Source: an optimization exercise on an open RTL-to-GDS flow (aim: small area). Production flows keep margins and buffers that such runs may drop. No run shown here included a check of the RTL's function; only the layout flow was run. No run shown here takes its clock network from TritonCTS; it comes from the design's own scripts or RTL. The clock input has no modelled driver; a real chip could not lean on it and would need a root buffer or a full tree. Power and IR drop assume default switching activity.

$ cat flow/flow/run.sh
#!/bin/bash
# The standard synthesis and layout (standard.sh), with these changes
# to how the layout is made:
#  - clock tree: three buf_12, each at the centre of an equal share of
#    the flip-flops, driven by the clock port (flow/pre_cts.tcl replaces
#    clock_tree_synthesis)
#  - after CTS, combinational cells and buffers go down to the smallest
#    drive strength that leaves no slew, cap or timing violation
#    (flow/post_cts.tcl)
#  - port buffers are buf_1; repair aims at the library's own cap and slew
#    limits; core utilization 70%
# ORFS writes each step's full log under orfs/logs/; this script's own
# output goes to flow_run.log.
set -euo pipefail
export FLOW_CLK_BUF=sky130_fd_sc_hd__buf_12
export FLOW_CLK_K=3
bash standard.sh \
  "PRE_CTS_TCL=$PWD/flow/pre_cts.tcl" "POST_CTS_TCL=$PWD/flow/post_cts.tcl" \
  "BUFFER_PORTS_ARGS=-buffer_cell sky130_fd_sc_hd__buf_1" \
  CAP_MARGIN=0 SLEW_MARGIN=0 CORE_UTILIZATION=70 \
  finish > flow_run.log 2>&1
$ cat flow/flow/post_cts.tcl
# After CTS and its timing repair: move each combinational cell and buffer
# to the smallest cell of the same function (same name but for the drive
# strength) that leaves no max-slew or max-capacitance violation and keeps
# setup and hold slack above a margin. Flip-flops and clock buffers keep
# their cells.
proc my_violations { } {
  set bad 0
  if { [sta::max_slew_violation_count] > 0 } { set bad 1 }
  if { [sta::max_capacitance_violation_count] > 0 } { set bad 1 }
  if { [worst_slack -max] < 1.0 } { set bad 1 }
  if { [worst_slack -min] < 0.1 } { set bad 1 }
  return $bad
}

proc my_downsize { } {
  estimate_parasitics -placement
  if { [my_violations] } {
    puts "my_downsize: violations before downsizing; skipped"
    return
  }
  set saved 0.0
  set n 0
  foreach inst [get_cells *] {
    set name [get_full_name $inst]
    set ref [get_property $inst ref_name]
    if { [string match clkbuf_* $name] } { continue }
    if { ![regexp {^(sky130_fd_sc_hd__[a-z0-9]+)_([0-9]+)$} $ref -> base size] } { continue }
    if { [regexp {__(df|sdf|edf|sedf|dl|tap|fill|decap|conb|diode)} $ref] } { continue }
    set cur_area [get_property [get_lib_cells $ref] area]
    set cands {}
    foreach lc [get_lib_cells ${base}_*] {
      set lname [get_name $lc]
      if { ![regexp {^sky130_fd_sc_hd__[a-z0-9]+_[0-9]+$} $lname] } { continue }
      if { [get_property $lc dont_use] } { continue }
      set a [get_property $lc area]
      if { $a < $cur_area - 1e-6 } { lappend cands [list $a $lname] }
    }
    foreach cand [lsort -real -index 0 $cands] {
      lassign $cand a lname
      replace_cell $inst $lname
      if { [my_violations] } {
        replace_cell $inst $ref
      } else {
        puts "my_downsize: $name $ref -> $lname"
        set saved [expr { $saved + $cur_area - $a }]
        incr n
        break
      }
    }
  }
  puts "my_downsize: $n cells, [format %.2f $saved] um2 saved"
}
my_downsize

proc my_clk_pin_slew { buf } {
  set worst 0.0
  set net [get_nets -of_objects [get_pins [get_full_name $buf]/X]]
  foreach pin [get_pins -of_objects $net -filter "direction == input"] {
    foreach p {slew_max_rise slew_max_fall} {
      set s [sta::time_ui_sta [get_property $pin $p]]
      if { $s > $worst } { set worst $s }
    }
  }
  return $worst
}

proc my_downsize_clock { } {
  set limit [expr { $::env(FLOW_CLK_SLEW_PS) * 1e-12 }]
  estimate_parasitics -placement
  foreach buf [get_cells clkbuf_*] {
    set ref [get_property $buf ref_name]
    set s [my_clk_pin_slew $buf]
    puts "my_downsize_clock: [get_full_name $buf] $ref slew [format %.1f [expr { $s * 1e12 }]] ps"
    foreach cand {sky130_fd_sc_hd__clkbuf_4 sky130_fd_sc_hd__clkbuf_8} {
      if { [get_property [get_lib_cells $cand] area] >= [get_property [get_lib_cells $ref] area] } { continue }
      replace_cell $buf $cand
      set s2 [my_clk_pin_slew $buf]
      if { $s2 <= $limit && ![my_violations] } {
        puts "my_downsize_clock: [get_full_name $buf] $ref -> $cand slew [format %.1f [expr { $s2 * 1e12 }]] ps"
        break
      }
      replace_cell $buf $ref
    }
  }
}
if { [info exists ::env(FLOW_CLK_SLEW_PS)] } { my_downsize_clock }

# the cells changed in place; legalize again to be safe
detailed_placement
check_placement -verbose
$ cat flow/flow/pre_cts.tcl
proc clock_tree_synthesis { args } {
  set block [ord::get_db_block]
  set net [$block findNet i_clk]
  set k $::env(FLOW_CLK_K)
  set pins {}
  set xs {}
  set ys {}
  foreach it [$net getITerms] {
    set b [[$it getInst] getBBox]
    lappend pins "[[$it getInst] getName]/[[$it getMTerm] getName]"
    lappend xs [expr { ([$b xMin] + [$b xMax]) / 2.0 }]
    lappend ys [expr { ([$b yMin] + [$b yMax]) / 2.0 }]
  }
  set n [llength $pins]
  # initial centres: sinks spread along the sorted x+y order
  set order [lsort -real -indices [lmap x $xs y $ys { expr { $x + 0.7 * $y } }]]
  set cx {}
  set cy {}
  for { set c 0 } { $c < $k } { incr c } {
    set i [lindex $order [expr { int(($c + 0.5) * $n / $k) }]]
    lappend cx [lindex $xs $i]
    lappend cy [lindex $ys $i]
  }
  # k-means with at most ceil(n/k) sinks per group: each round assigns
  # the sink-group pairs in order of distance, skipping full groups
  set cap [expr { ($n + $k - 1) / $k }]
  for { set iter 0 } { $iter < 30 } { incr iter } {
    set pairs {}
    set i 0
    foreach x $xs y $ys {
      for { set c 0 } { $c < $k } { incr c } {
        lappend pairs [list [expr { abs($x - [lindex $cx $c]) + abs($y - [lindex $cy $c]) }] $i $c]
      }
      incr i
    }
    set assign [lrepeat $n -1]
    set fill [lrepeat $k 0]
    foreach p [lsort -real -index 0 $pairs] {
      lassign $p d i c
      if { [lindex $assign $i] >= 0 || [lindex $fill $c] >= $cap } { continue }
      lset assign $i $c
      lset fill $c [expr { [lindex $fill $c] + 1 }]
    }
    set ncx {}
    set ncy {}
    for { set c 0 } { $c < $k } { incr c } {
      set sx 0.0
      set sy 0.0
      set m 0
      foreach a $assign x $xs y $ys {
        if { $a == $c } {
          set sx [expr { $sx + $x }]
          set sy [expr { $sy + $y }]
          incr m
        }
      }
      if { $m > 0 } {
        lappend ncx [expr { $sx / $m }]
        lappend ncy [expr { $sy / $m }]
      } else {
        lappend ncx [lindex $cx $c]
        lappend ncy [lindex $cy $c]
      }
    }
    set cx $ncx
    set cy $ncy
  }
  for { set c 0 } { $c < $k } { incr c } {
    set loads {}
    foreach a $assign p $pins {
      if { $a == $c } { lappend loads [get_pins $p] }
    }
    if { [llength $loads] == 0 } { continue }
    set x [ord::dbu_to_microns [expr { int([lindex $cx $c]) }]]
    set y [ord::dbu_to_microns [expr { int([lindex $cy $c]) }]]
    puts "clock buffer $c: [llength $loads] sinks at $x $y"
    insert_buffer -buffer_cell $::env(FLOW_CLK_BUF) -net i_clk -load_pins $loads \
      -location [list $x $y] -buffer_name clkbuf_$c -net_name clk_$c
  }
  set_propagated_clock [all_clocks]
}
$ cat flow/standard.sh
#!/bin/bash
# synth_recipe.tcl (not shown) runs the flow's synth.tcl, then flattens the netlist and writes it again
# the make line also repeats each setting of config.mk as NAME=value (left out here)
make -C /OpenROAD-flow-scripts/flow DESIGN_CONFIG=/design/flow/config.mk WORK_HOME=/design/flow/orfs CLKGATE_MAP_FILE= SYNTH_SCRIPT=/design/flow/synth_recipe.tcl "${@:-finish}"
$ cat flow/config.mk
export PLATFORM = sky130hd
export DESIGN_NAME = FSM_LightStand
export DESIGN_NICKNAME = FSM_LightStand
export VERILOG_FILES = /design/flow/design.v
export SDC_FILE = /design/flow/constraint.sdc
export NUM_CORES = 4
export LEC_CHECK = 0
export CAP_MARGIN = 20
export CORE_MARGIN = 2
export CORE_UTILIZATION = 40
export SLEW_MARGIN = 20
$ cat flow/constraint.sdc
create_clock -name core_clock -period 10.0 [get_ports {i_clk}]
set_input_delay 2.0000 -clock core_clock [delete_from_list [all_inputs] [get_ports {i_clk}]]
set_output_delay 2.0000 -clock core_clock [all_outputs]
set_load 0.01 [all_outputs]
$ cat flow/design.v
`timescale 1ns / 1ps
module ClockDivider(
    input i_clk,
    input i_reset,
    output o_wrap,
    output o_pre_last
    );
    localparam [13:0] C_RESET = 14'b10000001011110;
    localparam [13:0] C_9899  = 14'b01100000111101;
    localparam [13:0] C_LAST  = 14'b01100110100010;
    reg [13:0] r_lo;
    assign o_wrap     = &{~r_lo[13], r_lo[12], r_lo[11], ~r_lo[10], ~r_lo[9], r_lo[8], r_lo[7], ~r_lo[6], r_lo[5], ~r_lo[3], r_lo[1], ~r_lo[0]};
    assign o_pre_last = &{~r_lo[13], r_lo[12], r_lo[11], ~r_lo[10], ~r_lo[9], ~r_lo[8], ~r_lo[7], ~r_lo[6], r_lo[5], r_lo[4], r_lo[3], ~r_lo[1]};
    wire w_fb = ~(r_lo[13] ^ r_lo[5] ^ r_lo[9] ^ r_lo[12]) ^ o_wrap;
    always @(posedge i_clk or posedge i_reset) begin
        if (i_reset) r_lo <= C_RESET;
        else         r_lo <= {r_lo[12:0], w_fb};
    end
endmodule
`timescale 1ns / 1ps
module Counter(
    input i_clk,
    input i_reset,
    input i_wrap,
    input i_pre_last,
    output [3:0] o_hi,
    output o_last
    );
    reg [3:0] r_hi;
    reg r_last;
    assign o_hi = r_hi;
    assign o_last = r_last;
    wire w_hi9 = r_hi[3] & r_hi[0];
    always @(posedge i_clk or posedge i_reset) begin
        if (i_reset) begin
            r_hi <= 4'd0;
            r_last <= 1'b0;
        end
        else begin
            if (i_wrap)
                r_hi <= w_hi9 ? 4'd0 : r_hi + 4'd1;
            if (i_wrap)
                r_last <= 1'b0;
            else if (i_pre_last & w_hi9)
                r_last <= 1'b1;
        end
    end
endmodule
`timescale 1ns / 1ps
module Comparator(
    input [3:0] i_hi,
    input i_last,
    output o_light_1, o_light_2, o_light_3, o_light_4
    );
    assign o_light_1 = (i_hi == 4'd0);
    assign o_light_2 = (i_hi < 4'd4);
    assign o_light_3 = (i_hi < 4'd7);
    assign o_light_4 = ~i_last;
endmodule
`timescale 1ns / 1ps
module ButtonController(
    input i_clk,
    input i_reset,
    input i_button,
    output o_release
    );
    localparam [19:0] S_0   = 20'b00000000110101100100;
    localparam [19:0] S_END = 20'b10000001011010110010;
    reg r_prevState;
    reg [19:0] r_lfsr;
    wire w_en   = i_button ^ r_prevState;
    wire w_term = &{r_lfsr[19], ~r_lfsr[18], ~r_lfsr[17], ~r_lfsr[16], ~r_lfsr[15], ~r_lfsr[14], ~r_lfsr[13], ~r_lfsr[11], r_lfsr[10], r_lfsr[9], ~r_lfsr[8], r_lfsr[7], ~r_lfsr[6], r_lfsr[5], r_lfsr[4], ~r_lfsr[3], ~r_lfsr[2], r_lfsr[1], ~r_lfsr[0]};
    wire w_fb   = ~(r_lfsr[19] ^ r_lfsr[2]);
    assign o_release = w_en & w_term & r_prevState;
    always @(posedge i_clk or posedge i_reset) begin
        if (i_reset) begin
            r_prevState <= 1'b0;
            r_lfsr <= S_0;
        end
        else if (w_en) begin
            r_lfsr <= {r_lfsr[18:13], r_lfsr[12] ^ w_term, r_lfsr[11:0], w_fb};
            if (w_term) r_prevState <= ~r_prevState;
        end
    end
endmodule
`timescale 1ns / 1ps
module FSM_Light(
    input i_clk,
    input i_reset,
    input [2:0] i_button,
    output [4:1] o_level
    );
    reg [4:1] r_level;
    assign o_level = r_level;
    wire w_up   = i_button[0];
    wire w_down = i_button[1];
    wire w_hold = ~(i_button[0] | i_button[1] | i_button[2]);
    always @(posedge i_clk or posedge i_reset) begin
        if (i_reset)
            r_level <= 4'b0000;
        else begin
            r_level[1] <= w_up | (w_down & r_level[2]) | (w_hold & r_level[1]);
            r_level[2] <= (w_up & r_level[1]) | (w_down & r_level[3]) | (w_hold & r_level[2]);
            r_level[3] <= (w_up & r_level[2]) | (w_down & r_level[4]) | (w_hold & r_level[3]);
            r_level[4] <= (w_up & r_level[3]) | (w_hold & r_level[4]);
        end
    end
endmodule
`timescale 1ns / 1ps
module MUX(
    input i_clk,
    input i_reset,
    input [4:1] i_x,
    input [4:1] i_level,
    output o_y
    );
    reg r_y;
    assign o_y = r_y;
    always @(posedge i_clk or posedge i_reset) begin
        if (i_reset)
            r_y <= 1'b0;
        else
            r_y <= i_level[1] & (i_x[1] | (i_level[2] & (i_x[2] | (i_level[3] & (i_x[3] | (i_level[4] & i_x[4]))))));
    end
endmodule
`timescale 1ns / 1ps
module FSM_LightStand(
    input i_clk,
    input i_reset,
    input [2:0] i_button,
    output o_pwm_light
    );
    wire w_wrap, w_pre_last;
    ClockDivider clkdiv(
        .i_clk(i_clk),
        .i_reset(i_reset),
        .o_wrap(w_wrap),
        .o_pre_last(w_pre_last)
    );
    wire [3:0] w_hi;
    wire w_last;
    Counter count(
        .i_clk(i_clk),
        .i_reset(i_reset),
        .i_wrap(w_wrap),
        .i_pre_last(w_pre_last),
        .o_hi(w_hi),
        .o_last(w_last)
    );
    wire [4:1] w_light;
    Comparator comp(
        .i_hi(w_hi),
        .i_last(w_last),
        .o_light_1(w_light[1]),
        .o_light_2(w_light[2]),
        .o_light_3(w_light[3]),
        .o_light_4(w_light[4])
    );
    wire [2:0] w_release;
    ButtonController UpBTN(
        .i_clk(i_clk),
        .i_reset(i_reset),
        .i_button(i_button[0]),
        .o_release(w_release[0])
    );
    ButtonController DownBTN(
        .i_clk(i_clk),
        .i_reset(i_reset),
        .i_button(i_button[1]),
        .o_release(w_release[1])
    );
    ButtonController OffBTN(
        .i_clk(i_clk),
        .i_reset(i_reset),
        .i_button(i_button[2]),
        .o_release(w_release[2])
    );
    wire [4:1] w_level;
    FSM_Light fsm_led(
        .i_clk(i_clk),
        .i_reset(i_reset),
        .i_button(w_release),
        .o_level(w_level)
    );
    MUX pwmsel(
        .i_clk(i_clk),
        .i_reset(i_reset),
        .i_x(w_light),
        .i_level(w_level),
        .o_y(o_pwm_light)
    );
endmodule
==> impl_results.md, run 1 <==
* Inserted Diodes at 0
* Pre-antenna DRT Iters at 4
* Worst Reg-to-Reg Cells at 4
* Detail-routed via count per cell at 5.82
* Worst slew pin tran at 1.10 ns
* Max_cap viols at 0
* Clock slew seen by the registers of the worst setup and hold paths at 0.11 ns
* Cell area after layout at 3640 sq um
* Final HPWL DP at 3.49 mm
* Initial Util at 73.4%
* Post-synthesis cell count at 244
* Grt total ovfl at 0
* Status: finished clean
* Final period util at 35.0%
* Syn_nets at 251
* I/O pins at 6
* Initial antenna violation count at 0
* FF+latch count, synth at 87
* Yosys top cell area share at 44.9%
* Fin. Hold Viols at 0
* Routed vias at 1826
* I/O Buffers at 5
* Pleak at 0.00150 uW
* Synth top area cells: dfrtp_1 (45%), dfstp_2 (18%), mux2_2 (18%), xnor2_1 (2.0%), xor2_1 (1.2%)
* FP Rows at 25
* Sequential-to-total area share from yosys stat at 62.9%
* Critical Path Fanout Max at 22
* Crit end category: register
* Post-Route Skew at 0.0131 ns
* R2R Path Start: UpBTN.r_lfsr[0]$_DFFE_PP0N_
* Achievable Freq at 286 MHz
* Synth cell types at 38
* Global-route wire length before repair at 8.65 mm
* Nets at 256
* Min Clock Period, post-route at 3.50 ns
* DRT antenna net count at 0
* Area Growth Syn to Fin at 3.74%
* Count of warnings emitted by yosys at 5
* P per Cell Area at 244 nW/um^2
* Final setup violating endpoints at 0
* Hold_sp: clkdiv.r_lo[2]$_DFF_PP1_
* Max_slew headroom at 26.3%
* Routability cong. at 0.809
* Hold WC Path Type: reg2reg
* Post-synth EDFFs at 0
* Largest area contributor in the netlist: dfrtp_1
* Worst VDD drop at 0.000200 V
* First DRT Iteration DRCs at 156
* Die width at 74.8 um
* Core area at 4790 sq um
* Arrival time at the worst endpoint at 3.53 ns
* Mapped Area at 3510 sq um
* Area after DPL at 3620 sq um
* Top FF cell, synth: dfrtp_1
* Die ar. at 5600 sq um
* Worst Path Required at 10.03 ns
* RSZ-0062 raised after global routing: false
* Die Ht at 74.8 um
* Wire per inst at 16.3 um
* Worst setup SP type: input pin
* Post-Route WL at 5.11 mm
* GRT Resource Usage Total at 19.3%
* Share of post-route cells with drive strength above 1 at 34.4%
* Vias in the first global route at 1847
* Hold path depth at 0
* Worst setup path startpoint: i_button[1]
* Mean Syn Cell Area at 14.4 sq um
* Pins Over Slew Limit at 0
* Setup TNS at 0 ns
* Worst-skew pair later-pin latency at 0.14 ns
* Kind of critical path: in2reg
* Largest net degree at the start of global routing at 88
* # DRC at 0
* Share of flip-flops with an asynchronous set or reset at 100%
-- per-stage QoR --
| stage | power, uW | utilization [%] | instances | setup WS (ns) | hold slack [ns] |
|---|---|---|---|---|---|
| global placement | 743 | 75.6 | 311 | 6.52 | 0.348 |
| detailed placement | 768 | 75.6 | 311 | 6.42 | 0.350 |
| finish | 888 | 76.1 | 314 | 6.50 | 0.370 |
| global route | 943 | 76.1 | 314 | 6.39 | 0.373 |
| floorplan | 711 | - | 244 | 5.79 | 0.345 |
-- layer usage --
metal / vias to the layer above / part of all wire [%] / GRT usage [%]
met3: 5 / 1.6 / 0.937
met5: - / 0 / 0
met1: 916 / 49 / 29.7
met4: 0 / 1.5 / 2.78
met2: 15 / 47 / 31.8
li1: 890 / - / -
-- cell usage in the layout (no fill, tap or decap), types with 3 or more instances in the layout --
cell type	n
mux2_2	55
nor2_1	9
a211oi_1	3
buf_12	3
xnor2_1	6
mux2_1	3
dfrtp_1	63
o21ai_0	6
dfstp_2	24
xor2_1	5
nand2_1	8
nand4_1	4
inv_1	4
a21oi_1	5
nor4_1	5
buf_1	6
nor4b_1	4
nand4b_1	4
-- sequential cells by signal (all words and copies together), names as in the netlist --
name / cells
OffBTN.r_prevState: 1
pwmsel.r_y: 1
UpBTN.r_lfsr: 20
count.r_hi: 4
clkdiv.r_lo: 14
OffBTN.r_lfsr: 20
DownBTN.r_lfsr: 20
UpBTN.r_prevState: 1
count.r_last: 1
DownBTN.r_prevState: 1
fsm_led.r_level: 4
-- power breakdown --
| part | switching [uW] | internal (uW) |
|---|---|---|
| Clock | 83.7 | 49.0 |
| Combinational | 56.2 | 109 |
| Sequential | 91.7 | 498 |
| Total | 231 | 656 |
-- critical path: stages --
cell and delay (ns):
buf_1 0.16, xor2_1 0.15, buf_1 0.79, mux2_2 0.43
-- synthesized netlist by cell type (4+ instances only) --
cell type and number:
a21oi_1 5, clkbuf_1 7, dfrtp_1 63, dfstp_2 24
inv_1 5, mux2_2 55, nand2_1 8, nand4_1 4
nand4b_1 4, nor2_1 9, nor4_1 4, o21ai_0 6
xnor2_1 8, xor2_1 5
-- final timing paths --
check / to / slack [ns]
worst max register to register: fsm_led.r_level[4]$_DFF_PP0_ / 7.24
worst max-delay path: DownBTN.r_lfsr[1]$_DFFE_PP0N_ / 6.50
worst min-delay path: clkdiv.r_lo[3]$_DFF_PP1_ / 0.37
worst min register to register: clkdiv.r_lo[3]$_DFF_PP1_ / 0.37
min in group asynchronous: OffBTN.r_prevState$_DFFE_PP0P_ / 2.14
max in group asynchronous: OffBTN.r_lfsr[15]$_DFFE_PP0N_ / 7.25
-- cells by family after synthesis --
group | share of synthesized area (%)
simple gates | 9.02
compound gates | 4.28
xor+xnor | 3.24
flops | 62.9
buf+inv | 1.28
fa+ha+maj | 0.713
mux | 18.6
-- final cells by class, without the clock buffers --
class                           instances  area, sq um
Fill cell                             302         1140
Inverter                                5         18.8
Multi-Input combinational cell        145         1240
Timing Repair Buffer                    7         30.0
Tap cell                               67         83.8
Sequential cell                        87         2210
==> run 2, diff against run 1 <==
--- a/flow/design.v
+++ b/flow/design.v
@@ -5,13 +5,13 @@
     output o_wrap,
     output o_pre_last
     );
-    localparam [13:0] C_RESET = 14'b10000001011110;
-    localparam [13:0] C_9899  = 14'b01100000111101;
-    localparam [13:0] C_LAST  = 14'b01100110100010;
+    localparam [13:0] C_RESET = 14'b11100100000010;
+    localparam [13:0] C_9899  = 14'b00001101111011;
+    localparam [13:0] C_LAST  = 14'b11101101101100;
     reg [13:0] r_lo;
-    assign o_wrap     = &{~r_lo[13], r_lo[12], r_lo[11], ~r_lo[10], ~r_lo[9], r_lo[8], r_lo[7], ~r_lo[6], r_lo[5], ~r_lo[3], r_lo[1], ~r_lo[0]};
-    assign o_pre_last = &{~r_lo[13], r_lo[12], r_lo[11], ~r_lo[10], ~r_lo[9], ~r_lo[8], ~r_lo[7], ~r_lo[6], r_lo[5], r_lo[4], r_lo[3], ~r_lo[1]};
-    wire w_fb = ~(r_lo[13] ^ r_lo[5] ^ r_lo[9] ^ r_lo[12]) ^ o_wrap;
+    assign o_wrap     = &{r_lo[13], r_lo[12], r_lo[11], ~r_lo[10], r_lo[9], r_lo[8], ~r_lo[7], r_lo[6], r_lo[5], ~r_lo[4], r_lo[2], ~r_lo[0]};
+    assign o_pre_last = &{~r_lo[13], ~r_lo[12], ~r_lo[11], ~r_lo[10], r_lo[9], r_lo[8], ~r_lo[7], r_lo[6], r_lo[5], r_lo[4], r_lo[3], ~r_lo[2]};
+    wire w_fb = ~(r_lo[13] ^ r_lo[2] ^ r_lo[9] ^ r_lo[10]) ^ o_wrap;
     always @(posedge i_clk or posedge i_reset) begin
         if (i_reset) r_lo <= C_RESET;
         else         r_lo <= {r_lo[12:0], w_fb};
@@ -120,7 +120,7 @@
         if (i_reset)
             r_y <= 1'b0;
         else
-            r_y <= i_level[1] & (i_x[1] | (i_level[2] & (i_x[2] | (i_level[3] & (i_x[3] | (i_level[4] & i_x[4]))))));
+            r_y <= |(i_level & i_x);
     end
 endmodule
 `timescale 1ns / 1ps
==> run 2 against run 1 <==
Still clean. Final area up 0.17%. Die area increased by 1.0%. Register-to-register slack better by 0.10 ns. Synthesized area up 1.1%. Synthesized cell count unchanged. Worst hold slack gained 0.013 ns. Core utilization down 0.36 points. Via count increased by 2.7%. Global-route usage increased by 1.1 points. Sequential power is essentially flat. First-iteration DRC count rose by 35%. Setup slack lost 0.082 ns. Critical path type is now in2async. Largest power group unchanged.
==> impl_results.md, run 2 <==
* Most frequent cells in the layout: dfrtp_1 (64), mux2_2 (57), dfstp_2 (23)
* Initial antenna violation count at 0
* Nets at 256
* Grt total ovfl at 0
* Kind of critical path: in2async
* Setup TNS at 0 ns
* Hold WC Path Type: reg2reg
* Critical Path Fanout Max at 56
* Worst Path Required at 10.08 ns
* Final period util at 35.8%
* Worst-skew pair later-pin latency at 0.14 ns
* Inserted Diodes at 0
* Post-Place Setup Slack at 6.41 ns
* Die ar. at 5650 sq um
* Largest net degree at the start of global routing at 57
* Count of warnings emitted by yosys at 5
* Fin. Hold Viols at 0
* Detail-routed via count per cell at 5.97
* FF+latch count, synth at 87
* Commonest cells post-synth: dfrtp_1 (64), mux2_2 (57), dfstp_2 (23)
* Achievable Freq at 279 MHz
* Pre-antenna DRT Iters at 4
* Worst slew pin tran at 1.19 ns
* # DRC at 0
* Core area at 4820 sq um
* Clock slew seen by the registers of the worst setup and hold paths at 0.10 ns
* GRT Resource Usage Total at 20.4%
* Synth top area cells: dfrtp_1 (45%), mux2_2 (18%), dfstp_2 (17%), xnor2_1 (2.0%), nand2_1 (1.3%)
* PnR worst setup slack at 6.42 ns
* Vias in the first global route at 1916
* Syn_nets at 251
* Worst Hold Margin at 0.382 ns
* FP Rows at 25
* DRT antenna net count at 0
* Post-Route WL at 5.29 mm
* Top FF cell, synth: dfrtp_1
* Die Ht at 75.2 um
* First DRT Iteration DRCs at 210
* Max_cap viols at 0
* Routability cong. at 0.812
* Routed vias at 1875
* Most common cell after layout, fill and taps aside: dfrtp_1
* Mapped Area at 3550 sq um
* Yosys top cell area share at 45.1%
* Top-count cell post-synth: dfrtp_1
* Max_slew headroom at 19.8%
* Worst VDD drop at 0.000191 V
* Final HPWL DP at 3.66 mm
* Arrival time at the worst endpoint at 3.67 ns
* Synth cell types at 40
* Final setup violating endpoints at 0
* Mean Syn Cell Area at 14.5 sq um
* Status: finished clean
* Area Growth Syn to Fin at 2.82%
* Post-synth EDFFs at 0
* Post-synthesis cell count at 244
* Pleak at 0.00149 uW
* Final Util at 75.7%
* I/O Buffers at 5
* Crit end category: async pin
* Global-route wire length before repair at 9.11 mm
* Worst setup SP type: input pin
* Share of flip-flops with an asynchronous set or reset at 100%
* Largest area contributor in the netlist: dfrtp_1
* Pins Over Slew Limit at 0
* Share of post-route cells with drive strength above 1 at 35.2%
* I/O pins at 6
* RSZ-0062 raised after global routing: false
* Post-Route Skew at 0.0162 ns
* Min Clock Period, post-route at 3.58 ns
* Die width at 75.2 um
* P per Cell Area at 244 nW/um^2
* Wire per inst at 16.9 um
* Initial Util at 73.7%
* Sequential-to-total area share from yosys stat at 62.2%
* Biggest regs: DownBTN.r_lfsr x20, OffBTN.r_lfsr x20, UpBTN.r_lfsr x20
## run 2: cell type report, without the clock buffers
class                           instances  area [sq um]
Timing Repair Buffer                    7          27.5
Fill cell                             309          1170
Multi-Input combinational cell        144          1250
Inverter                                6          22.5
Tap cell                               67          83.8
Sequential cell                        87          2210
## run 2: cells by family (layout without fill, tap and decap cells)
logic type / Yosys count / count (layout) / share of synthesized area, %
adders and majority gates: 2 / 2 / 0.705
xor gates and xnor gates: 13 / 13 / 3.21
muxes: 57 / 57 / 18.1
AOI/OAI and AO/OA: 24 / 24 / 4.69
and+or+nand+nor: 48 / 48 / 9.56
DFF: 87 / 87 / 62.2
buffers and inverters: 13 / 16 / 1.59
## run 2: critical path, cell delays in order
cell and delay [ns]:
buf_1 0.07, clkinv_1 0.56, buf_2 1.01
## run 2: routing by layer
layer	part of all wire, %	up-vias	GRT usage (%)
met3	2.5	9	1.47
met1	47	946	30.4
met2	50	33	34.8
li1	-	887	-
met4	1.4	0	2.34
met5	0	-	0
## run 2: through the flow
| step | cells | area (sq um) | total power, uW |
|---|---|---|---|
| 6_report | 314 | 3650 | 889 |
| 3_3_place_gp | 311 | 3650 | 745 |
| 2_1_floorplan | 244 | 3550 | 715 |
| 3_5_place_dp | 311 | 3650 | 771 |
| 5_1_grt | 314 | 3650 | 944 |
## run 2: worst paths after layout
check,cells past startpoint,from,slack (ns),end
max,3,i_reset,6.42,DownBTN.r_lfsr[18]$_DFFE_PP0N_
min,0,clkdiv.r_lo[12]$_DFF_PP1_,0.38,clkdiv.r_lo[13]$_DFF_PP1_
max reg2reg,5,UpBTN.r_lfsr[10]$_DFFE_PP1N_,7.34,fsm_led.r_level[3]$_DFF_PP0_
min reg2reg,0,clkdiv.r_lo[12]$_DFF_PP1_,0.38,clkdiv.r_lo[13]$_DFF_PP1_
max in group core_clock,4,i_button[0],6.47,fsm_led.r_level[3]$_DFF_PP0_
min in group asynchronous,2,i_reset,1.95,OffBTN.r_lfsr[9]$_DFFE_PP0N_
## run 2: power by group
group          leakage (uW)  internal (uW)  switching [uW]  total (uW)
combinational      0.000462            111            57.1         168
sequential          0.00100            499            91.6         590
clock             0.0000282           49.0            82.2         131
total               0.00149            658             231         889
==> run 3, diff against run 2 <==
==> flow/design.v (replaced) <==
`timescale 1ns / 1ps
module ClockDivider(
    input i_clk,
    input i_reset,
    output o_wrap,
    output o_pre_last
    );
    localparam [13:0] C_RESET = 14'b10000001011110;
    localparam [13:0] C_9899  = 14'b01100000111101;
    localparam [13:0] C_LAST  = 14'b01100110100010;
    reg [13:0] r_lo;
    assign o_wrap     = &{~r_lo[13], r_lo[12], r_lo[11], ~r_lo[10], ~r_lo[9], r_lo[8], r_lo[7], ~r_lo[6], r_lo[5], ~r_lo[3], r_lo[1], ~r_lo[0]};
    assign o_pre_last = &{~r_lo[13], r_lo[12], r_lo[11], ~r_lo[10], ~r_lo[9], ~r_lo[8], ~r_lo[7], ~r_lo[6], r_lo[5], r_lo[4], r_lo[3], ~r_lo[1]};
    wire w_fb = ~(r_lo[13] ^ r_lo[5] ^ r_lo[9] ^ r_lo[12]) ^ o_wrap;
    always @(posedge i_clk or posedge i_reset) begin
        if (i_reset) r_lo <= C_RESET;
        else         r_lo <= {r_lo[12:0], w_fb};
    end
endmodule
`timescale 1ns / 1ps
module Counter(
    input i_clk,
    input i_reset,
    input i_wrap,
    input i_pre_last,
    output [3:0] o_hi
    );
    reg [3:0] r_hi;
    assign o_hi = r_hi;
    wire w_hi9  = r_hi[3] & r_hi[0];    
    wire w_hi10 = r_hi[3] & r_hi[1];
    always @(posedge i_clk or posedge i_reset) begin
        if (i_reset)
            r_hi <= 4'd0;
        else if (w_hi9 ? i_pre_last : i_wrap)
            r_hi <= w_hi10 ? 4'd0 : r_hi + 4'd1;
    end
endmodule
`timescale 1ns / 1ps
module Comparator(
    input [3:0] i_hi,
    output o_light_1, o_light_2, o_light_3, o_light_4
    );
    assign o_light_1 = (i_hi == 4'd0);
    assign o_light_2 = (i_hi < 4'd4);
    assign o_light_3 = (i_hi < 4'd7);
    assign o_light_4 = ~(i_hi[3] & i_hi[1]);
endmodule
`timescale 1ns / 1ps
module ButtonController(
    input i_clk,
    input i_reset,
    input i_button,
    output o_release
    );
    localparam [19:0] S_0   = 20'b00000001101011001000;
    localparam [19:0] S_END = 20'b00000010110101100100;
    reg r_prevState;
    reg [19:0] r_lfsr;
    wire w_en   = i_button ^ r_prevState;
    wire w_term = &{~r_lfsr[19], ~r_lfsr[18], ~r_lfsr[17], ~r_lfsr[16], ~r_lfsr[15], ~r_lfsr[14], ~r_lfsr[12], r_lfsr[11], r_lfsr[10], ~r_lfsr[9], r_lfsr[8], ~r_lfsr[7], r_lfsr[6], r_lfsr[5], ~r_lfsr[4], ~r_lfsr[3], r_lfsr[2], ~r_lfsr[1], ~r_lfsr[0]};
    wire w_fb   = ~(r_lfsr[19] ^ r_lfsr[2]);
    assign o_release = w_en & w_term & r_prevState;
    always @(posedge i_clk or posedge i_reset) begin
        if (i_reset) begin
            r_prevState <= 1'b0;
            r_lfsr <= S_0;
        end
        else if (w_en) begin
            r_lfsr <= {r_lfsr[18:14], r_lfsr[13] ^ w_term, r_lfsr[12:0], w_fb};
            if (w_term) r_prevState <= ~r_prevState;
        end
    end
endmodule
`timescale 1ns / 1ps
module FSM_Light(
    input i_clk,
    input i_reset,
    input [2:0] i_button,
    output [4:1] o_level
    );
    reg [2:0] r_level;
    wire w_up   = i_button[0];
    wire w_down = i_button[1] & ~i_button[0];
    wire w_hold = ~(i_button[0] | i_button[1] | i_button[2]);
    assign o_level[1] = r_level[1] | r_level[0];
    assign o_level[2] = r_level[1];
    assign o_level[3] = r_level[2];
    assign o_level[4] = r_level[2] & ~r_level[0];
    always @(posedge i_clk or posedge i_reset) begin
        if (i_reset)
            r_level <= 3'b000;
        else begin
            r_level[0] <= (w_up & ~r_level[2]) | (w_down & r_level[1]) | (w_hold & r_level[0]);
            r_level[1] <= (w_up & (r_level[1] | r_level[0])) | (w_down & r_level[2]) | (w_hold & r_level[1]);
            r_level[2] <= (w_up & r_level[1]) | (w_down & r_level[2] & ~r_level[0]) | (w_hold & r_level[2]);
        end
    end
endmodule
`timescale 1ns / 1ps
module MUX(
    input i_clk,
    input i_reset,
    input [4:1] i_x,
    input [4:1] i_level,
    output o_y
    );
    reg r_y;
    assign o_y = r_y;
    always @(posedge i_clk or posedge i_reset) begin
        if (i_reset)
            r_y <= 1'b0;
        else
            r_y <= |(i_level & i_x);
    end
endmodule
`timescale 1ns / 1ps
module FSM_LightStand(
    input i_clk,
    input i_reset,
    input [2:0] i_button,
    output o_pwm_light
    );
    wire w_wrap, w_pre_last;
    ClockDivider clkdiv(
        .i_clk(i_clk),
        .i_reset(i_reset),
        .o_wrap(w_wrap),
        .o_pre_last(w_pre_last)
    );
    wire [3:0] w_hi;
    Counter count(
        .i_clk(i_clk),
        .i_reset(i_reset),
        .i_wrap(w_wrap),
        .i_pre_last(w_pre_last),
        .o_hi(w_hi)
    );
    wire [4:1] w_light;
    Comparator comp(
        .i_hi(w_hi),
        .o_light_1(w_light[1]),
        .o_light_2(w_light[2]),
        .o_light_3(w_light[3]),
        .o_light_4(w_light[4])
    );
    wire [2:0] w_release;
    ButtonController UpBTN(
        .i_clk(i_clk),
        .i_reset(i_reset),
        .i_button(i_button[0]),
        .o_release(w_release[0])
    );
    ButtonController DownBTN(
        .i_clk(i_clk),
        .i_reset(i_reset),
        .i_button(i_button[1]),
        .o_release(w_release[1])
    );
    ButtonController OffBTN(
        .i_clk(i_clk),
        .i_reset(i_reset),
        .i_button(i_button[2]),
        .o_release(w_release[2])
    );
    wire [4:1] w_level;
    FSM_Light fsm_led(
        .i_clk(i_clk),
        .i_reset(i_reset),
        .i_button(w_release),
        .o_level(w_level)
    );
    MUX pwmsel(
        .i_clk(i_clk),
        .i_reset(i_reset),
        .i_x(w_light),
        .i_level(w_level),
        .o_y(o_pwm_light)
    );
endmodule
==> run 3 against run 2 <==
Core utilization grew 0.13 points. Die area shrank 1.2%. Highest routed layer unchanged. Combinational power shrank about 20%. Sequential cell count shrank 2. Largest power group unchanged.
==> impl_results.md, run 3 <==
* Arrival time at the worst endpoint at 3.42 ns
* FF+latch count, synth at 85
* First DRT Iteration DRCs at 80
* # DRC at 0
* FP Rows at 25
* Yosys top cell area share at 43.6%
* Top FF cell, synth: dfrtp_1
* Synth cell types at 40
* Worst slew pin tran at 1.14 ns
* Post-Route Skew at 0.00536 ns
* Post-synthesis cell count at 287
* Worst-skew pair later-pin latency at 0.14 ns
* Post-Place Setup Slack at 6.44 ns
* Inserted Diodes at 0
* Top-count cell post-synth: nand2_1
* Slowest cell on the critical path: xnor2_2
* Status: finished clean
* Final setup violating endpoints at 0
* Initial Util at 73.2%
* Share of post-route cells with drive strength above 1 at 23.8%
* I/O pins at 6
* Nets at 299
* Setup TNS at 0 ns
* Grt total ovfl at 0
* Count of warnings emitted by yosys at 5
* CP top delay family: XOR/XNOR gates
* Clock slew seen by the registers of the worst setup and hold paths at 0.10 ns
* Final period util at 34.0%
* Largest area contributor in the netlist: dfrtp_1
* Kind of critical path: in2reg
* P per Cell Area at 219 nW/um^2
* Die width at 74.7 um
* Post-synth EDFFs at 0
* Largest net degree at the start of global routing at 86
* Final HPWL DP at 3.45 mm
* PnR worst setup slack at 6.60 ns
* Worst VDD drop at 0.000133 V
* Achievable Freq at 294 MHz
* GRT Resource Usage Total at 19.6%
* Core area at 4790 sq um
* Min Clock Period, post-route at 3.40 ns
* Most frequent cells in the layout: nand2_1 (69), dfrtp_1 (61), mux2_2 (39)
* Global-route wire length before repair at 8.84 mm
* Worst Path Required at 10.03 ns
* Pleak at 0.00157 uW
* Detail-routed via count per cell at 5.70
* Final Util at 75.9%
* Initial antenna violation count at 0
* Commonest cells post-synth: nand2_1 (69), dfrtp_1 (61), mux2_2 (39)
* Crit path cell chain: buf_1 -> xnor2_2 -> mux2_2
* Vias in the first global route at 1957
* Mean Syn Cell Area at 12.2 sq um
* Max_cap viols at 0
* Most common cell after layout, fill and taps aside: nand2_1
* Pins Over Slew Limit at 0
* Wire per inst at 14.3 um
* Die ar. at 5590 sq um
* Share of flip-flops with an asynchronous set or reset at 100%
* Pre-antenna DRT Iters at 4
* Slowest cell delay on critical path at 0.88 ns
* Routed vias at 2036
* Crit end category: register
* Biggest regs: DownBTN.r_lfsr x20, OffBTN.r_lfsr x20, UpBTN.r_lfsr x20
* DRT antenna net count at 0
* Worst Hold Margin at 0.367 ns
* Routability cong. at 0.727
* Max_slew headroom at 23.6%
* CP bufs+invs at 1
* Sequential-to-total area share from yosys stat at 61.6%
* Hold WC Path Type: reg2reg
* Critical Path Fanout Max at 22
* Die Ht at 74.7 um
* Worst setup SP type: input pin
* I/O Buffers at 5
* Mapped Area at 3500 sq um
* Area Growth Syn to Fin at 3.64%
* Syn_nets at 294
* RSZ-0062 raised after global routing: false
* Post-Route WL at 5.09 mm
* Synth top area cells: dfrtp_1 (44%), dfstp_2 (18%), mux2_2 (13%), nand2_1 (7.4%), xnor2_1 (1.7%)
* Fin. Hold Viols at 0
run 3: changes by cell type in the layout (fill, tap and decap cells not counted), sizes merged, moves of 3 or more:
cell | before | now
mux2 | 57 | 39
nand4b | 4 | 1
nor4b | 4 | 8
o21ai | 8 | 12
a211oi | 3 | 0
nand2 | 12 | 69
nand3 | 0 | 5
dfrtp | 64 | 61
run 3: worst reg2reg max path, stage by stage, from the launching register on:
cell	delay [ns]
dfstp_2	0.56
nor4b_1	0.37
nand3_1	0.17
nor4b_1	0.91
a221oi_1	0.13
a21oi_1	0.19
run 3: per-stage QoR:
step / area, sq um / power [uW] / cells
finish: 3630 / 795 / 357
global route: 3630 / 843 / 357
detailed placement: 3610 / 678 / 354
global placement: 3610 / 667 / 354
floorplan: 3500 / 635 / 287
run 3: cell families after synthesis:
| logic type | after synthesis | share of synthesized area (%) |
|---|---|---|
| xor gates and xnor gates | 12 | 3.00 |
| AOI/OAI and AO/OA | 26 | 4.57 |
| muxes | 39 | 12.5 |
| buffers and inverters | 12 | 1.36 |
| and+or+nand+nor | 111 | 16.2 |
| adders and majority gates | 2 | 0.714 |
| DFF | 85 | 61.6 |
run 3: where the power goes:
| group | internal (uW) | leakage, uW | switching (uW) | total [uW] |
|---|---|---|---|---|
| Sequential | 459 | 0.00102 | 72.8 | 532 |
| Combinational | 83.0 | 0.000521 | 52.1 | 135 |
| Clock | 49.0 | 0.0000282 | 79.2 | 128 |
| Total | 591 | 0.00157 | 204 | 795 |
run 3: path summary, 6_finish.rpt:
| path | start | endpoint | slack, ns | depth (start not counted) |
|---|---|---|---|---|
| max | i_button[2] | OffBTN.r_lfsr[13]$_DFFE_PP0N_ | 6.60 | 3 |
| min | clkdiv.r_lo[2]$_DFF_PP1_ | clkdiv.r_lo[3]$_DFF_PP1_ | 0.37 | 0 |
| max reg2reg | UpBTN.r_lfsr[11]$_DFFE_PP1N_ | fsm_led.r_level[0]$_DFF_PP0_ | 7.60 | 5 |
| min reg2reg | clkdiv.r_lo[2]$_DFF_PP1_ | clkdiv.r_lo[3]$_DFF_PP1_ | 0.37 | 0 |
| max in group asynchronous | i_reset | fsm_led.r_level[2]$_DFF_PP0_ | 7.22 | 3 |
| min in group asynchronous | i_reset | UpBTN.r_lfsr[10]$_DFFE_PP0N_ | 2.13 | 3 |
run 3: layout make-up, without the clock buffers:
cell class | count | area (sq um)
tap | 67 | 83.8
fill | 311 | 1150
inverter | 4 | 15.0
sequential | 85 | 2160
timing repair buffer | 8 | 33.8
multi-input combinational | 190 | 1280
run 3: per-layer routing:
metal	vias to the layer above	routed length [um]	track usage [%]
met5	-	0	0
met4	0	46	1.39
met3	5	103	1.34
met2	16	2420	33.4
met1	1011	2520	29.5
li1	1004	-	-
==> run 4, diff against run 3 <==
--- a/flow/design.v
+++ b/flow/design.v
@@ -80,9 +80,10 @@
     output [4:1] o_level
     );
     reg [2:0] r_level;
-    wire w_up   = i_button[0];
-    wire w_down = i_button[1] & ~i_button[0];
-    wire w_hold = ~(i_button[0] | i_button[1] | i_button[2]);
+    wire w_top  = r_level[2] & ~r_level[0];    
+    wire w_up   = i_button[0] & ~w_top;
+    wire w_down = i_button[1] & ~w_up;
+    wire w_hold = ~(w_up | i_button[1] | i_button[2]);
     assign o_level[1] = r_level[1] | r_level[0];
     assign o_level[2] = r_level[1];
     assign o_level[3] = r_level[2];
==> run 4 against run 3 <==
Die area hardly changed. Register-to-register slack better by 0.15 ns. Largest power group unchanged. Largest cell class unchanged. Global-route usage is 0.069 points lower. Sequential power is about 10% higher. Routed wire length is 3.9% higher. Critical path type unchanged. Synthesized cell count is 14% lower. Clock power hardly changed.
==> impl_results.md, run 4 <==
* Status: finished clean
* Final period util at 35.1%
* Crit path cell chain: buf_1 -> or4b_2 -> nor3_1 -> or3b_2 -> a22oi_1
* Critical Path Fanout Max at 6
* Worst slew pin tran at 1.13 ns
* Post-Route WL at 5.29 mm
* Largest family of logic cells by synthesized area: multiplexers
* GR Layer Usage met2 at 35.3%
* Post-synthesis cell count at 248
* Final HPWL DP at 3.62 mm
* Fillcell total at 318
* FF-to-FF setup slack at 7.75 ns
* Grt total ovfl at 0
* Max_cap viols at 0
* Clock slew seen by the registers of the worst setup and hold paths at 0.11 ns
* Yosys top cell area share at 43.6%
* Crit end category: register
* DRT antenna net count at 0
* GR peak layer: met2
* First DRT Iteration DRCs at 86
* Most frequent cells in the layout: dfrtp_1 (61), mux2_2 (57), dfstp_2 (24)
* Most common cell after layout, fill and taps aside: dfrtp_1
* Commonest cells post-synth: dfrtp_1 (61), mux2_2 (57), dfstp_2 (24)
* Worst Path Required at 9.99 ns
* Inserted Diodes at 0
* # DRC at 0
* Synth Area in Compound Gates at 4.18%
* Setup TNS at 0 ns
* I/O pins at 6
* Slowest cell delay on critical path at 0.64 ns
* FP Rows at 25
* Post-Route Skew at 0.00502 ns
* Synth cell types at 39
* GRT met1 Usage at 27.2%
* GRT Resource Usage Total at 19.5%
* Syn_nets at 255
* CP top delay family: simple AND/OR/NAND/NOR gates
* Worst setup SP type: input pin
* P per Cell Area at 244 nW/um^2
* Initial antenna violation count at 0
* Met3 Track Usage GR at 1.07%
* FF+latch count, synth at 85
* Min Clock Period, post-route at 3.51 ns
* Largest net degree at the start of global routing at 86
* Pre-antenna DRT Iters at 4
* Detail-routed via count per cell at 5.94
* Pleak at 0.00151 uW
* Final setup violating endpoints at 0
* Pins Over Slew Limit at 0
* Largest area contributor in the netlist: dfrtp_1
* Slowest cell on the critical path: or4b_2
* Initial Util at 73.2%
* Share of post-route cells with drive strength above 1 at 37.8%
* Synth Area in Simple Gates at 11.4%
* Hold WC Path Type: reg2reg
* Die Ht at 74.7 um
* Biggest regs: DownBTN.r_lfsr x20, OffBTN.r_lfsr x20, UpBTN.r_lfsr x20
* Worst-skew pair later-pin latency at 0.14 ns
* Fin. Hold Viols at 0
* I/O Buffers at 5
* Top-count cell post-synth: dfrtp_1
* Power, Total at 886 uW
* Max_slew headroom at 24.5%
* Post-synth EDFFs at 0
* Arrival time at the worst endpoint at 3.50 ns
* Routability cong. at 0.780
* Mean Syn Cell Area at 14.1 sq um
* Synth top area cells: dfrtp_1 (44%), mux2_2 (18%), dfstp_2 (18%), xnor2_1 (1.8%), nand2_1 (1.7%)
* Count of warnings emitted by yosys at 5
* Wire per inst at 16.6 um
* Achievable Freq at 285 MHz
* Vias in the first global route at 1924
* Mapped Area at 3500 sq um
* Kind of critical path: in2reg
* RSZ-0062 raised after global routing: false
* Top FF cell, synth: dfrtp_1
* Share of flip-flops with an asynchronous set or reset at 100%
* Nets at 260
* Worst VDD drop at 0.000180 V
* Routed vias at 1889
* Sequential-to-total area share from yosys stat at 61.6%
* Post-synthesis xor/xnor area fraction at 2.75%
* Global-route wire length before repair at 8.81 mm
* Core area at 4790 sq um
* Multiplexer share of the synthesized area at 18.3%
* CP bufs+invs at 1
* Area Growth Syn to Fin at 3.72%
* Die width at 74.7 um
* Adder-cell share of the synthesized area at 0.715%
* Die ar. at 5580 sq um
-- run 4: cell count changes in the layout (fill, tap and decap cells not counted), sizes merged, moves of 3 or more --
cell / previous run / this run
mux2: 39 / 57
nand2: 69 / 16
nand3: 5 / 1
nand4: 1 / 4
nor2: 6 / 3
nor4b: 8 / 4
or3b: 0 / 3
or4b: 0 / 3
-- run 4: worst paths after layout --
kind	startpoint	endpoint	cells after the start
setup reg to reg	UpBTN.r_lfsr[11]$_DFFE_PP1N_	fsm_led.r_level[2]$_DFF_PP0_	5
hold / removal	clkdiv.r_lo[2]$_DFF_PP1_	clkdiv.r_lo[3]$_DFF_PP1_	0
max in group asynchronous	i_reset	OffBTN.r_lfsr[2]$_DFFE_PP0N_	3
hold reg to reg	clkdiv.r_lo[2]$_DFF_PP1_	clkdiv.r_lo[3]$_DFF_PP1_	0
setup / recovery	i_button[1]	fsm_led.r_level[0]$_DFF_PP0_	5
min in group asynchronous	i_reset	UpBTN.r_lfsr[5]$_DFFE_PP0N_	3
-- run 4: report_power, final --
part	leakage [uW]	internal (uW)	switching, uW
Combinational	0.000475	110	59.9
Sequential	0.00101	490	95.7
Clock	0.0000282	49.0	81.0
-- run 4: logic make-up after synthesis --
logic type	count (synthesis)
compound gates	25
xor+xnor	11
fa+ha+maj	2
buf+inv	9
flops	85
mux	57
simple gates	59
-- run 4: metrics by stage --
step | instances | utilization, % | setup WS (ns) | cell area, sq um | hold WS, ns
2_1_floorplan | 248 | - | 5.85 | 3500 | 0.345
3_3_place_gp | 315 | 75.5 | 6.56 | 3610 | 0.348
3_5_place_dp | 315 | 75.5 | 6.45 | 3610 | 0.350
5_1_grt | 318 | 75.9 | 6.32 | 3630 | 0.375
6_report | 318 | 75.9 | 6.49 | 3630 | 0.364
-- run 4: final cells by class, without the clock buffers --
cell class / count / area [sq um] / share of cell area [%]
multi-input combinational: 154 / 1290 / 35.6
inverter: 3 / 11.3 / 0.310
sequential: 85 / 2160 / 59.4
tap: 67 / 83.8 / 2.31
timing repair buffer: 6 / 26.3 / 0.724
-- run 4: metal layers --
metal  up-vias  wire [um]
li1        899          -
met1       976       2430
met2         9       2730
met3         5         65
met4         0         70
met5         -          0
==> run 5, diff against run 4 <==
--- a/flow/design.v
+++ b/flow/design.v
@@ -53,12 +53,12 @@
     input i_button,
     output o_release
     );
-    localparam [19:0] S_0   = 20'b00000001101011001000;
-    localparam [19:0] S_END = 20'b00000010110101100100;
+    localparam [19:0] S_0   = 20'b00000000110101100100;
+    localparam [19:0] S_END = 20'b10000001011010110010;
     reg r_prevState;
     reg [19:0] r_lfsr;
     wire w_en   = i_button ^ r_prevState;
-    wire w_term = &{~r_lfsr[19], ~r_lfsr[18], ~r_lfsr[17], ~r_lfsr[16], ~r_lfsr[15], ~r_lfsr[14], ~r_lfsr[12], r_lfsr[11], r_lfsr[10], ~r_lfsr[9], r_lfsr[8], ~r_lfsr[7], r_lfsr[6], r_lfsr[5], ~r_lfsr[4], ~r_lfsr[3], r_lfsr[2], ~r_lfsr[1], ~r_lfsr[0]};
+    wire w_term = &{r_lfsr[19], ~r_lfsr[18], ~r_lfsr[17], ~r_lfsr[16], ~r_lfsr[15], ~r_lfsr[14], ~r_lfsr[13], ~r_lfsr[11], r_lfsr[10], r_lfsr[9], ~r_lfsr[8], r_lfsr[7], ~r_lfsr[6], r_lfsr[5], r_lfsr[4], ~r_lfsr[3], ~r_lfsr[2], r_lfsr[1], ~r_lfsr[0]};
     wire w_fb   = ~(r_lfsr[19] ^ r_lfsr[2]);
     assign o_release = w_en & w_term & r_prevState;
     always @(posedge i_clk or posedge i_reset) begin
@@ -67,7 +67,7 @@
             r_lfsr <= S_0;
         end
         else if (w_en) begin
-            r_lfsr <= {r_lfsr[18:14], r_lfsr[13] ^ w_term, r_lfsr[12:0], w_fb};
+            r_lfsr <= {r_lfsr[18:13], r_lfsr[12] ^ w_term, r_lfsr[11:0], w_fb};
             if (w_term) r_prevState <= ~r_prevState;
         end
     end
==> run 5 against run 4 <==
Sequential power about the same. Final area down 0.17%. Combinational power shrank 3%. First-iteration DRC count increased by 42%. Synthesized cell count did not move. Worst hold slack about the same. Clock skew is 0.0035 ns higher. Sequential cell count stayed put. Register-to-register slack got worse by 0.05 ns. Routed wire length down 2.9%. Sequential share of layout area up 0.10 points. Fmax grew 0.20%.
==> impl_results.md, run 5 <==
* Status: finished clean
* Worst-skew pair later-pin latency at 0.14 ns
* Worst setup SP type: input pin
* Inserted Diodes at 0
* Mean Syn Cell Area at 14.1 sq um
* Post-Route WL at 5.14 mm
* Routed vias at 1903
* Share of post-route cells with drive strength above 1 at 36.1%
* Global-route wire length before repair at 8.77 mm
* Area Growth Syn to Fin at 3.80%
* Most common cell after layout, fill and taps aside: dfrtp_1
* Pins Over Slew Limit at 0
* Setup TNS at 0 ns
* FF/Latch Area at 2160 sq um
* Sequential-to-total area share from yosys stat at 61.8%
* Worst slew pin tran at 1.12 ns
* FF-to-FF setup slack at 7.70 ns
* Post-Route Skew at 0.00849 ns
* Worst VDD drop at 0.000191 V
* Reg2reg end: fsm_led.r_level[1]$_DFF_PP0_
* Synth cell types at 41
* Core area at 4750 sq um
* Final Util at 76.2%
* Hold_sp: clkdiv.r_lo[2]$_DFF_PP1_
* Final period util at 35.0%
* Syn_nets at 255
* Routability cong. at 0.775
* Wire per inst at 16.1 um
* Hold WC Path Type: reg2reg
* Non-Filler Instances at 319
* Worst Path Required at 10.02 ns
* Synth top area cells: dfrtp_1 (44%), dfstp_2 (18%), mux2_2 (18%), nand2_1 (1.5%), xnor2_1 (1.5%)
* Top FF cell, synth: dfrtp_1
* Count of warnings emitted by yosys at 5
* RSZ-0062 raised after global routing: false
* Post-synthesis cell count at 248
* Initial antenna violation count at 0
* Kind of critical path: in2reg
* Grt total ovfl at 0
* Pre-antenna DRT Iters at 4
* Clock slew seen by the registers of the worst setup and hold paths at 0.10 ns
* Fillcell total at 296
* Worst Reg-to-Reg Cells at 5
* Slowest cell delay on critical path at 0.81 ns
* Vias in the first global route at 1921
* Post-Place Setup Slack at 6.48 ns
* Final setup violating endpoints at 0
* Detail-routed via count per cell at 5.97
* Top-count cell post-synth: dfrtp_1
* Biggest regs: DownBTN.r_lfsr x20, OffBTN.r_lfsr x20, UpBTN.r_lfsr x20
* Min Clock Period, post-route at 3.50 ns
* Share of flip-flops with an asynchronous set or reset at 100%
* DRT antenna net count at 0
* P per Cell Area at 241 nW/um^2
* # DRC at 0
* Crit end category: register
* Arrival time at the worst endpoint at 3.53 ns
* Cell repeated most along the worst path: buf_1
* PnR worst setup slack at 6.50 ns
* FP Rows at 25
* Max_slew headroom at 24.8%
* Worst Hold Margin at 0.364 ns
* Mapped Area at 3490 sq um
* I/O pins at 6
* Yosys top cell area share at 43.7%
* Multi-input gate area at 1280 sq um
* Pleak at 0.00148 uW
* Die width at 74.6 um
* Placed cell count at 316
* GRT Resource Usage Total at 19.6%
* FF+latch count, synth at 85
* Die ar. at 5570 sq um
* Crit path cell chain: buf_1 -> xor2_1 -> buf_1 -> mux2_2
* Die Ht at 74.6 um
* Slowest cell on the critical path: buf_1
* Hold path endpoint: clkdiv.r_lo[3]$_DFF_PP1_
* First DRT Iteration DRCs at 122
* Fin. Hold Viols at 0
* Commonest cells post-synth: dfrtp_1 (61), mux2_2 (56), dfstp_2 (24)
* Initial Util at 73.4%
* Final HPWL DP at 3.61 mm
* Most frequent cells in the layout: dfrtp_1 (61), mux2_2 (56), dfstp_2 (24)
* Largest area contributor in the netlist: dfrtp_1
* Nets at 261
* Max_cap viols at 0
* Achievable Freq at 286 MHz
* Largest net degree at the start of global routing at 86
* I/O Buffers at 5
* R2R Path Start: UpBTN.r_lfsr[10]$_DFFE_PP1N_
* Hold path depth at 0
* Post-synth EDFFs at 0
* Critical Path Fanout Max at 22
## run 5: cells by family (layout without fill, tap and decap cells)
| family | Yosys count | after routing | synth area share (%) |
|---|---|---|---|
| muxes | 57 | 57 | 18.4 |
| AOI/OAI and AO/OA | 25 | 25 | 4.19 |
| DFF | 85 | 85 | 61.8 |
| buffers and inverters | 9 | 13 | 0.967 |
| and+or+nand+nor | 59 | 59 | 11.2 |
| adders and majority gates | 2 | 2 | 0.716 |
| xor gates and xnor gates | 11 | 11 | 2.76 |
## run 5: layout make-up, without the clock buffers
| class | instances | area share (%) |
|---|---|---|
| inverters | 3 | 0.311 |
| multi-input cells | 154 | 35.4 |
| flip-flops and latches | 85 | 59.5 |
| well taps | 67 | 2.31 |
| repair buffers | 7 | 0.828 |
## run 5: worst max-delay path by stage
stage | from | endpoint | slack, ns | depth (start not counted)
finish | i_button[1] | DownBTN.r_lfsr[16]$_DFFE_PP0N_ | 6.50 | 4
detailed placement | i_button[0] | UpBTN.r_lfsr[1]$_DFFE_PP0N_ | 6.48 | 3
floorplan | i_reset | DownBTN.r_lfsr[0]$_DFFE_PP0N_ | 5.85 | 1
global placement | i_button[2] | OffBTN.r_lfsr[4]$_DFFE_PP0N_ | 6.56 | 3
global route | i_button[0] | fsm_led.r_level[1]$_DFF_PP0_ | 6.42 | 5
## run 5: report_power, final
group | total (uW) | internal (uW) | switching, uW
Combinational | 165 | 109 | 56.7
Clock | 125 | 48.9 | 76.5
Sequential | 583 | 491 | 92.2
## run 5: per-layer routing
layer | vias to the layer above | part of all wire (%) | track usage [%]
met5 | - | 0 | 0
met4 | 0 | 2.2 | 3.77
met3 | 9 | 1.6 | 1.20
met2 | 18 | 51 | 34.1
met1 | 969 | 45 | 27.9
li1 | 907 | - | -
## run 5: critical path, delay by kind of cell
family,cells,cell delay [ns]
buf+inv,2,0.94
mux,1,0.42
xor+xnor,1,0.16
## run 5: metrics by stage
step | instance area [sq um] | power (uW)
2_1_floorplan | 3490 | 707
3_3_place_gp | 3600 | 739
3_5_place_dp | 3600 | 764
5_1_grt | 3620 | 925
6_report | 3620 | 874
==> run 6, diff against run 5 <==
--- a/flow/design.v
+++ b/flow/design.v
@@ -5,13 +5,13 @@
     output o_wrap,
     output o_pre_last
     );
-    localparam [13:0] C_RESET = 14'b10000001011110;
-    localparam [13:0] C_9899  = 14'b01100000111101;
-    localparam [13:0] C_LAST  = 14'b01100110100010;
+    localparam [13:0] C_RESET = 14'b10010100001001;
+    localparam [13:0] C_9899  = 14'b11010011110000;
+    localparam [13:0] C_LAST  = 14'b01101100101011;
     reg [13:0] r_lo;
-    assign o_wrap     = &{~r_lo[13], r_lo[12], r_lo[11], ~r_lo[10], ~r_lo[9], r_lo[8], r_lo[7], ~r_lo[6], r_lo[5], ~r_lo[3], r_lo[1], ~r_lo[0]};
-    assign o_pre_last = &{~r_lo[13], r_lo[12], r_lo[11], ~r_lo[10], ~r_lo[9], ~r_lo[8], ~r_lo[7], ~r_lo[6], r_lo[5], r_lo[4], r_lo[3], ~r_lo[1]};
-    wire w_fb = ~(r_lo[13] ^ r_lo[5] ^ r_lo[9] ^ r_lo[12]) ^ o_wrap;
+    assign o_wrap     = &{~r_lo[13], r_lo[12], r_lo[11], ~r_lo[10], r_lo[9], r_lo[8], ~r_lo[7], ~r_lo[6], r_lo[5], ~r_lo[4], r_lo[3], ~r_lo[2]};
+    assign o_pre_last = &{r_lo[13], r_lo[12], ~r_lo[11], r_lo[10], ~r_lo[9], ~r_lo[8], r_lo[7], r_lo[6], r_lo[5], r_lo[4], ~r_lo[3], ~r_lo[2]};
+    wire w_fb = ~(r_lo[13] ^ r_lo[2] ^ r_lo[7] ^ r_lo[12]) ^ o_wrap;
     always @(posedge i_clk or posedge i_reset) begin
         if (i_reset) r_lo <= C_RESET;
         else         r_lo <= {r_lo[12:0], w_fb};
==> run 6 against run 5 <==
Routed wire length shrank 1.4%. Final cell count grew 13%. Global-route usage shrank 0.75 points. Critical path type unchanged. Critical endpoint is now UpBTN.r_lfsr[16]$_DFFE_PP0N_.
==> impl_results.md, run 6 <==
* Status: finished clean
* GR Layer Usage met2 at 31.2%
* Grt total ovfl at 0
* FP Rows at 25
* Die Ht at 74.8 um
* Routability cong. at 0.816
* Crit path cell chain: buf_1 -> xnor2_2 -> mux2_2
* GR peak layer: met2
* Area Growth Syn to Fin at 3.60%
* Count of warnings emitted by yosys at 5
* Detail-routed via count per cell at 5.54
* Met3 Track Usage GR at 0.937%
* Worst slew pin tran at 1.12 ns
* Pre-antenna DRT Iters at 4
* Slowest cell on the critical path: xnor2_2
* Sequential-to-total area share from yosys stat at 61.4%
* Largest net degree at the start of global routing at 86
* Clock power frac at 16.5%
* Final setup violating endpoints at 0
* CP bufs+invs at 1
* Largest area contributor in the netlist: dfrtp_1
* P per Cell Area at 219 nW/um^2
* Kind of critical path: in2reg
* PnR worst setup slack at 6.61 ns
* Mean Syn Cell Area at 12.1 sq um
* Clock slew seen by the registers of the worst setup and hold paths at 0.11 ns
* Nets at 303
* Min Clock Period, post-route at 3.39 ns
* DRT antenna net count at 0
* Pint at 592 uW
* Share of flip-flops with an asynchronous set or reset at 100%
* Worst setup path startpoint: i_button[0]
* Worst Path Required at 10.04 ns
* Power, Total at 798 uW
* Syn_nets at 298
* Hold_sp: clkdiv.r_lo[1]$_DFF_PP0_
* Most frequent cells in the layout: nand2_1 (72), dfrtp_1 (62), mux2_2 (38)
* Post-Place Setup Slack at 6.43 ns
* GRT met1 Usage at 29.3%
* Worst Reg-to-Reg Cells at 5
* RSZ-0062 raised after global routing: false
* Slowest cell delay on critical path at 0.87 ns
* Hold path depth at 0
* Inserted Diodes at 0
* Synth top area cells: dfrtp_1 (44%), dfstp_2 (17%), mux2_2 (12%), nand2_1 (7.6%), xnor2_1 (2.0%)
* Routed vias at 2000
* Pins Over Slew Limit at 0
* Worst-skew pair later-pin latency at 0.14 ns
* Most common cell after layout, fill and taps aside: nand2_1
* Post-synth EDFFs at 0
* Final period util at 33.9%
* Final HPWL DP at 3.41 mm
* Max_slew headroom at 24.8%
* I/O pins at 6
* Worst VDD drop at 0.000113 V
* R2R Path Start: DownBTN.r_lfsr[8]$_DFFE_PP1N_
* Vias in the first global route at 1923
* Core area at 4790 sq um
* Yosys top cell area share at 44.2%
* Crit end category: register
* Top FF cell, synth: dfrtp_1
* Total stage count of the critical path at 3
* Wire per inst at 14.0 um
* Biggest regs: DownBTN.r_lfsr x20, OffBTN.r_lfsr x20, UpBTN.r_lfsr x20
* Die ar. at 5600 sq um
* Net Sw Frac at 25.8%
* Share of post-route cells with drive strength above 1 at 23.5%
* Combinational fraction of design power at 16.7%
* GRT Resource Usage Total at 18.8%
* Top-count cell post-synth: nand2_1
* Final Util at 76.0%
* Switch Pwr at 206 uW
* # DRC at 0
* First DRT Iteration DRCs at 139
* Post-synthesis cell count at 291
* Hold WC Path Type: reg2reg
* Sequential share of power at 66.8%
* Achievable Freq at 295 MHz
* Max_cap viols at 0
* Commonest cells post-synth: nand2_1 (71), dfrtp_1 (62), mux2_2 (38)
* Setup TNS at 0 ns
* Initial antenna violation count at 0
* Global-route wire length before repair at 8.60 mm
* Synth cell types at 40
* Mapped Area at 3510 sq um
* FF+latch count, synth at 85
* Critical Path Fanout Max at 22
* CP top delay family: XOR/XNOR gates
* Arrival time at the worst endpoint at 3.43 ns
* Fin. Hold Viols at 0
* I/O Buffers at 5
* Worst setup SP type: input pin
* Initial Util at 73.4%
* Post-Route Skew at 0.00831 ns
* Post-Route WL at 5.07 mm
* Pleak at 0.00160 uW
* Die width at 74.8 um
-- run 6: logic make-up (layout without fill, tap and decap cells) --
family	Yosys count	count (layout)	synth area share, %
xor gates and xnor gates	13	13	3.24
adders and majority gates	2	2	0.712
DFF	85	85	61.4
muxes	40	40	13.3
AOI/OAI and AO/OA	20	20	3.46
and+or+nand+nor	118	118	16.6
buffers and inverters	13	16	1.39
-- run 6: layout make-up, without the clock buffers --
| type | instances | area (sq um) |
|---|---|---|
| Tap cell | 67 | 83.8 |
| Multi-Input combinational cell | 193 | 1290 |
| Timing Repair Buffer | 8 | 33.8 |
| Fill cell | 333 | 1150 |
| Sequential cell | 85 | 2160 |
| Inverter | 5 | 18.8 |
-- run 6: stage by stage --
step | cells | instance area [sq um] | hold slack [ns]
2_1_floorplan | 291 | 3510 | 0.331
3_3_place_gp | 358 | 3620 | 0.338
5_1_grt | 361 | 3640 | 0.382
3_5_place_dp | 358 | 3620 | 0.337
6_report | 361 | 3640 | 0.369
-- run 6: final timing paths --
check | endpoint | slack, ns
max | UpBTN.r_lfsr[16]$_DFFE_PP0N_ | 6.61
min | clkdiv.r_lo[2]$_DFF_PP0_ | 0.37
max reg2reg | fsm_led.r_level[2]$_DFF_PP0_ | 7.57
min reg2reg | clkdiv.r_lo[2]$_DFF_PP0_ | 0.37
max in group asynchronous | fsm_led.r_level[0]$_DFF_PP0_ | 7.24
min in group asynchronous | OffBTN.r_prevState$_DFFE_PP0P_ | 2.15
-- run 6: routing by layer --
layer	routed length [um]	share of wire [%]
met4	25	0.49
met3	65	1.3
met2	2370	47
met5	0	0
met1	2610	51
-- run 6: worst reg2reg max path, stage by stage (launching register included) --
cell	delay [ns]
dfstp_2	0.39
or3_1	0.35
or4_1	0.45
nor4_1	0.76
nor2_1	0.11
a31o_2	0.27
-- run 6: power by group through the flow --
stage	Sequential [uW]	Combinational, uW	Clock (uW)
detailed placement	541	136	0
global route	549	149	146
global placement	535	129	0
finish	534	133	132
floorplan	514	119	0

==> separate check: timing with driven ports <==
In the flow no input, the clock included, has a driving cell. The finished layouts below were timed again as built, in two steps.
Step 1 (the two cells are an assumption about what drives the block):
set clk [get_ports {i_clk}]
set_driving_cell -lib_cell sky130_fd_sc_hd__clkbuf_16 $clk
set_driving_cell -lib_cell sky130_fd_sc_hd__buf_2 [delete_from_list [all_inputs] $clk]
Step 2 moves the port delays by t, midway between the first and last clock arrival at a register: inputs arrive t later, outputs are due t later. That takes back most of the time a late clock gives input paths.
Three values: ideal ports, drivers, drivers and shift; two values: the first two.
run	t, ns	setup WS [ns]	hold WS [ns]	pins driven straight from the clock port
run 1	0.207	6.499 / 6.546 / 6.340	0.370 / 0.370 / 0.370	3
run 2	0.204	6.418 / 6.461 / 6.257	0.382 / 0.382 / 0.382	3
run 3	0.202	6.604 / 6.652 / 6.450	0.367 / 0.367 / 0.367	3
run 4	0.203	6.491 / 6.539 / 6.336	0.364 / 0.364 / 0.364	3
run 5	0.201	6.498 / 6.542 / 6.341	0.364 / 0.364 / 0.364	3
run 6	0.198	6.608 / 6.647 / 6.450	0.369 / 0.369 / 0.369	3
After both steps setup and hold are still met in every run listed. The setup slack of run 2, which loses most, moves by +0.043 ns with the drivers and by -0.161 ns with both steps. Setup slack includes reset recovery checks.
